From an optimization exercise on the open Yosys and OpenROAD flow, aimed at small area, a short achievable clock period and few clock cycles; shortcuts taken in it are not production practice. The RTL was checked by simulation tests, not by an equivalence proof against the original design. Power figures rest on the tool's default switching activity, not on a simulated workload.

Setup of build 6:
==> flow/design.v <==
module Div (
    input wire clk,
    input wire reset_total,
    input wire reset_local,
    input wire [31:0] dividend_in,
    input wire [31:0] divisor_in,
    output reg zero_division_flag,
    output wire [31:0] remainder_out,
    output wire [31:0] quotient_out,
    output wire done
);
    function [6:0] lzc32;
        input [31:0] x;
        reg [15:0] v1; reg [15:0] c1;
        reg [7:0]  v2; reg [15:0] c2;
        reg [3:0]  v3; reg [11:0] c3;
        reg [1:0]  v4; reg [7:0]  c4;
        reg        v5; reg [4:0]  c5;
        integer k;
        begin
            for (k = 0; k < 16; k = k + 1) begin
                v1[k] = x[31-2*k] | x[30-2*k];
                c1[k] = ~x[31-2*k];
            end
            for (k = 0; k < 8; k = k + 1) begin
                v2[k] = v1[2*k] | v1[2*k+1];
                c2[2*k+:2] = v1[2*k] ? {1'b0, c1[2*k]} : {1'b1, c1[2*k+1]};
            end
            for (k = 0; k < 4; k = k + 1) begin
                v3[k] = v2[2*k] | v2[2*k+1];
                c3[3*k+:3] = v2[2*k] ? {1'b0, c2[4*k+:2]} : {1'b1, c2[4*k+2+:2]};
            end
            for (k = 0; k < 2; k = k + 1) begin
                v4[k] = v3[2*k] | v3[2*k+1];
                c4[4*k+:4] = v3[2*k] ? {1'b0, c3[6*k+:3]} : {1'b1, c3[6*k+3+:3]};
            end
            v5 = v4[0] | v4[1];
            c5 = v4[0] ? {1'b0, c4[3:0]} : {1'b1, c4[7:4]};
            lzc32 = {v5, ~v5, c5 & {5{v5}}};    
        end
    endfunction
    wire        sa = dividend_in[31];
    wire        sb = divisor_in[31];
    wire        ca = sa & ~&(dividend_in[31:1] | ~dividend_in[30:0]);
    wire [6:0]  la = lzc32(sa ? {~dividend_in[30:0], 1'b1} : dividend_in);
    wire [6:0]  lb = lzc32(divisor_in ^ {32{sb}});
    wire [4:0]  lb5 = lb[4:0] | {5{lb[5]}};
    wire        bz = ~sb & ~lb[6];
    wire [6:0]  cmp = {1'b0, la[5:0]} + {2'b11, ~lb5} + {6'd0, ca};
    wire        trivial = ~cmp[6];
    reg  [31:0] r;       
    reg  [31:0] q;       
    reg  [32:0] d;       
    reg  [4:0]  za;      
    reg  [4:0]  zb;      
    reg         zc;      
    reg         run;     
    reg         p2;      
    reg         sr;      
    reg         sq;      
    wire [32:0] rx = {r[31], r};
    wire [32:0] t = rx + d + 33'd1;
    wire        tz = &(rx ^ d);
    wire        ge = sr ? (t[32] | tz) : ~t[32];
    wire [4:0]  s = zb + ~za + {4'd0, ~zc};
    reg  [32:0] d_sh;
    integer i;
    always @* begin
        d_sh = d;
        for (i = 0; i < 5; i = i + 1)
            if (s[i]) d_sh = (d_sh << (1 << i)) | ~({33{1'b1}} << (1 << i));
    end
    wire        start = reset_local & ~reset_total;
    wire        go = ~trivial & ~bz;
    wire        take = run & ge & (~p2 | sq);
    always @(posedge clk) begin
        if (reset_local)
            r <= dividend_in & {32{~bz}};
        else if (take)
            r <= t[31:0];
        if (reset_local)
            d <= (sa ^ sb) ? {sb, divisor_in} - 33'd1 : ~{sb, divisor_in};
        else if (p2)
            d <= d_sh;
        else
            d <= {d[32], d[32:1]};
        if (reset_total) begin
            run <= 1'b0;
            p2 <= 1'b0;
        end else if (reset_local) begin
            run <= go;
            p2 <= go;
            za <= la[4:0];
            zb <= lb5;
            zc <= ca;
            q <= 32'd0;
            sr <= sa;
            sq <= sa ^ sb;
            zero_division_flag <= bz;
        end else if (p2) begin
            p2 <= 1'b0;
            za <= s;
            if (!ge) run <= 1'b0;
            q <= {32{sq & ge}};
        end else if (run) begin
            q <= {q[30:0], ge ^ sq};
            za <= za - 5'd1;
            if (za == 5'd0) run <= 1'b0;
        end
    end
    assign done = ~run;
    assign quotient_out  = q;
    assign remainder_out = r;
endmodule
export LEC_CHECK = 0
export ABC_AREA = 1
export CAP_MARGIN = 20
export CORE_MARGIN = 2
export CORE_UTILIZATION = 60
export CTS_BUF_LIST = sky130_fd_sc_hd__clkbuf_4 sky130_fd_sc_hd__clkbuf_8
export CTS_CLUSTER_SIZE = 20
export SETUP_SLACK_MARGIN = 3.0
export SLEW_MARGIN = 20
create_clock -name core_clock -period 6.0 [get_ports {clk}]
standard.sh (not shown) runs the stock make flow with config.mk's settings and CLKGATE_MAP_FILE= SYNTH_SCRIPT=/design/flow/synth_recipe.tcl, a recipe that flattens the netlist after the stock synthesis.
==> flow/flow/run.sh <==
#!/bin/bash
# Standard layout (the standard.sh) with these changes:
# - adders keep Yosys's default carry-lookahead mapping instead of the
#   Kogge-Stone extra map, and are not turned into half/full adder cells, so
#   ABC maps them;
# - the port buffers are the smallest buffer cell (repair_timing upsizes the
#   ones on critical paths).
set -euo pipefail
export ADDER_MAP_FILE=
export SYNTH_OPERATIONS_ARGS=-nordff
export BUFFER_PORTS_ARGS="-buffer_cell sky130_fd_sc_hd__buf_1"
bash standard.sh > flow_make.log 2>&1
Testbench counts of build 6, summed over its fixed seeds: cycles 22,792.
Input-level comparison between trial 75 and build 6:
--- a/flow/design.v
+++ b/flow/design.v
@@ -69,9 +69,8 @@
         d_sh = d;
         for (i = 0; i < 5; i = i + 1)
             if (s[i]) d_sh = (d_sh << (1 << i)) | ~({33{1'b1}} << (1 << i));
     end
-    wire        start = reset_local & ~reset_total;
     wire        go = ~trivial & ~bz;
     wire        take = run & ge & (~p2 | sq);
     always @(posedge clk) begin
         if (reset_local)
## What came out
Taking build 6 as the reference, in trial 75 time the final worst path needs with I/O delays and setup closely matched the old numbers; flip-flop and latch share of the layout cell area decreased 0.50 points; power increased 0.025 mW; met2 wire length now sits lower.
Trial 75 -> build 6: peak clock frequency supported by timing flat
As far as aggregate routed wire length is concerned, trial 75 and build 6 perform about the same.
The final reports for trial 75 and build 6 show cell area higher in the former.
Trial 75 -> build 6: fraction of area in clock buffers and inverters flat
Between build 6 and trial 75, the total track usage is higher for build 6.
Testbench counts of trial 75, summed over its fixed seeds: cycles 22,792.

==> re-timing with driven ports <==
The flow's constraints put no driver on any port. The routed layouts listed below were extracted and timed again, unchanged, in two steps.
Step 1 sets driving cells, clkbuf_16 on the clock port and buf_2 on the other inputs (assumed; they add their load-dependent delay and slew).
Step 2, shift: input delay + t, output delay - t, t = (earliest + latest rising clock arrival at the registers) / 2. This alone moves slack from input paths to output paths.
Slacks: no drivers / after step 1 / after step 2; pairs: no drivers / after step 1.
run | t, ns | setup WS [ns] | worst setup path after step 2
build 6 | 0.504 | 3.108 / 3.123 / 2.619 | input to register
trial 75 | 0.504 | 3.110 / 3.128 / 2.624 | input to register
After both steps every run listed still meets setup and hold. For build 6, which loses most, drivers alone change the setup slack by +0.015 ns; drivers and shift together by -0.489 ns.
